From an optimization exercise on the open Yosys and OpenROAD flow, aimed at a short achievable clock period and few clock cycles; shortcuts taken in it are not production practice. Only simulation tests tie the RTL to the original design; equivalence was not proved. Power and IR drop assume default switching activity.

Design cpu, start of the top module:
module cpu
(
input clk,
input reset,
output [15:0] o_pc_addr,
output o_pc_rd,
input [15:0] i_pc_rddata,
input [15:0] i_ldst_rddata,
output [15:0] o_ldst_wrdata,
output [15:0] o_ldst_addr,
output o_ldst_rd,
output o_ldst_wr,
output [127:0] o_tb_regs
);
localparam int NB = 4;    
logic [7:0][15:0] rf;
logic [14:0] fa;          
logic [14:1] fa_hi;       
logic        fa0n;
assign fa = {fa_hi, ~fa0n};
logic [14:0] fa_o;        
logic [14:0] ras;         
logic        d_valid;
logic [14:0] d_pc, d_pc2;    
logic        d_pt;           
logic [14:0] d_ptgt;         
logic        x_valid;
logic        x_wait;      
logic        x_la, x_lb;  
logic [15:0] x_a, x_b;    
logic        x_sub;
logic [14:0] x_tgt;       
logic [14:0] x_pc, x_pc2;
logic        x_pt;
logic [14:0] x_ptgt;
logic        x_tok;       
logic        x_mov;       
logic        x_add;       
logic        x_mvhi, x_flags, x_ld, x_st;
logic        x_stx;       
logic        x_br, x_breg, x_jz, x_jn, x_jmp, x_call, x_ret;
logic        x_wr;
logic [2:0]  x_rd;
logic        w_wr, w_ld, w_call;
logic [2:0]  w_rd;
logic [15:0] w_res;
logic [14:0] w_pc2;
logic        p_rd, p_wr;
logic [15:0] p_addr, p_data;
logic        f_n, f_z;
logic [NB-1:0]       b_v, b_ret;
logic [NB-1:0][14:0] b_tag, b_tgt;
logic [1:0]          b_ptr;     
logic        u_v, u_ret;
  ...
Size: roughly 2,600 cells after synthesis, roughly 210 I/O pins, about 31,000 um2 of cells after synthesis.
clock: 5.5 ns
lec_check: 0
cap_margin: 20
core_margin: 2
core_utilization: 25
place_density: 0.45
setup_slack_margin: 3.2
slew_margin: 20
run.sh (not shown) runs the stock make flow with config.mk's settings and CLKGATE_MAP_FILE= SYNTH_SCRIPT=/design/flow/synth_recipe.tcl, a recipe that flattens the netlist after the stock synthesis.
The first run passed the timing, DRC and antenna checks.
Testbench counts at the start, summed over its fixed seeds: cycles 117,485.
Rerun with:
- CORE_UTILIZATION: 25 -> 30
- PLACE_DENSITY: 0.45 -> 0.5
- SETUP_SLACK_MARGIN: 3.2 -> 3.0
Outcome: Die area is lower by 16%. Setup slack improves by 0.097 ns. Power decreases by 2.0%. Worst hold slack gets better by 0.0046 ns. Count of clock-buffer cells in the layout stays the same. Cell area falls by 2.1%. Synthesized area stays the same. Routed wire length is lower by 0.73%. Sequential share of layout area climbs by 0.80 points. Via count came out higher by 1.4%. Register-to-register slack is better by 0.02 ns.
Rerun with:
- CORE_UTILIZATION: 30 -> 35
- PLACE_DENSITY: 0.5 -> 0.55
- SETUP_SLACK_MARGIN: 3.0 -> 3.6
Utilization rises by 9.4 points.
Worst hold slack hardly moves.
Non-clock buffer count is higher by 133.
Cell area rises by 5.8%.
Wire length is higher by about 5.3%.
Critical path depth shrinks by 1.
Die area is lower by 14%.
Synthesized area is unchanged.


== run 1 ==
Starting RTL as in the previous note.
==> flow/config.mk <==
export PLATFORM = sky130hd
export DESIGN_NAME = cpu
export DESIGN_NICKNAME = cpu
export VERILOG_FILES = /design/flow/design.v
export SDC_FILE = /design/flow/constraint.sdc
export NUM_CORES = 4
export LEC_CHECK = 0
export CAP_MARGIN = 20
export CORE_MARGIN = 2
export CORE_UTILIZATION = 35
export PLACE_DENSITY = 0.55
export SETUP_SLACK_MARGIN = 3.2
export SLEW_MARGIN = 20
==> flow/constraint.sdc <==
create_clock -name core_clock -period 5.5 [get_ports {clk}]
set_input_delay 1.1000 -clock core_clock [delete_from_list [all_inputs] [get_ports {clk}]]
set_output_delay 1.1000 -clock core_clock [all_outputs]
set_load 0.01 [all_outputs]
Every stage of the flow completed for run 1, and the final layout passed the timing, DRC and antenna checks.
Testbench counts of run 1, summed over its fixed seeds: cycles 117,485.
What run 2 does differently from run 1 at the input level:
--- a/flow/config.mk
+++ b/flow/config.mk
@@ -8,6 +8,6 @@
 export CAP_MARGIN = 20
 export CORE_MARGIN = 2
-export CORE_UTILIZATION = 35
-export PLACE_DENSITY = 0.55
+export CORE_UTILIZATION = 45
+export PLACE_DENSITY = 0.7
 export SETUP_SLACK_MARGIN = 3.2
 export SLEW_MARGIN = 20
==> results.txt <==
- Compared to run 1, run 2 shows a narrower setup margin.
- Uppermost layer routed: met5 -> run 2, met4 -> run 1
- Fraction of met2 tracks used by global routing, run 1 and run 2: higher on run 2
- Summary of run 2 over run 1: first-iteration detailed-routing DRC count saw an increase, hold slack about even.
- Run 2 vs. run 1: count of plain and timing-repair buffers increased 46; wire length essentially unchanged; multi-input gate share of the layout cell area increased 0.23 points; area of the placeable core decreased about 22%; vertical die dimension decreased 12%.
- [diff] global-route wire length before repair, run 2 relative to run 1: improvement
Modified inputs, run 3 compared to run 2
--- a/flow/config.mk
+++ b/flow/config.mk
@@ -8,6 +8,6 @@
 export CAP_MARGIN = 20
 export CORE_MARGIN = 2
-export CORE_UTILIZATION = 45
-export PLACE_DENSITY = 0.7
-export SETUP_SLACK_MARGIN = 3.2
+export CORE_UTILIZATION = 40
+export PLACE_DENSITY = 0.6
+export SETUP_SLACK_MARGIN = 3.5
 export SLEW_MARGIN = 20
==> comparison <==
Going from run 2 to run 3, setup slack moved down; instance area at placement went up by 0.67%; fraction of the core area covered by cells at the end of the flow moved down.
Edits applied to the flow inputs when going from run 3 to run 4:
--- a/flow/config.mk
+++ b/flow/config.mk
@@ -10,4 +10,4 @@
 export CORE_UTILIZATION = 40
 export PLACE_DENSITY = 0.6
-export SETUP_SLACK_MARGIN = 3.5
+export SETUP_SLACK_MARGIN = 3
 export SLEW_MARGIN = 20
## What came out
Per the final summary, run 4 finished and its layout is clean on timing, DRC and antenna. Comparing run 3 and run 4, the higher area growth from synthesis to layout was measured on run 3. Going from run 3 to run 4, source-to-sink clock delay at the later pin of the worst-skew pair closely matched the old numbers; setup slack after placement decreased by 140 ps relative to the old numbers; post-layout total power decreased by 6.0% relative to the old numbers. In terms of horizontal die dimension, run 3 and run 4 differ only marginally.

-- re-timing with driven ports --
No port has a modelled driver above. Below, the same layouts with a new extraction and two added sets of constraints. Step 1 (the two cells are an assumption about what drives the block):
set clk [get_ports {clk}]
set_driving_cell -lib_cell sky130_fd_sc_hd__clkbuf_16 $clk
set_driving_cell -lib_cell sky130_fd_sc_hd__buf_2 [delete_from_list [all_inputs] $clk]
Step 2 times the ports against the registers' clock, not the clock port: input delays grow and output delays shrink by t, the midpoint of the rising clock arrivals with the driver on. Three values: no drivers, after step 1, after step 2; two values: the first two.
run | t (ns) | setup slack, ns | worst setup path at the end | clock arrival spread, ns
the first run of note 1 | 0.702 | 2.659 / 2.633 / 1.931 | input to register | 0.046 / 0.046
the second run of note 1 | 0.728 | 2.756 / 2.741 / 2.013 | input to register | 0.041 / 0.041
the third run of note 1 | 0.711 | 2.608 / 2.625 / 1.914 | input to register | 0.032 / 0.032
run 1 | 0.680 | 2.746 / 2.739 / 2.059 | input to register | 0.050 / 0.050
run 2 | 0.696 | 2.700 / 2.591 / 1.895 | input to register | 0.051 / 0.051
run 3 | 0.692 | 2.689 / 2.673 / 1.981 | input to register | 0.057 / 0.058
run 4 | 0.689 | 2.670 / 2.670 / 1.994 | input to register | 0.046 / 0.046
After both steps every run listed still meets setup and hold. For run 2, which loses most, drivers alone change the setup slack by -0.109 ns; drivers and shift together by -0.805 ns.
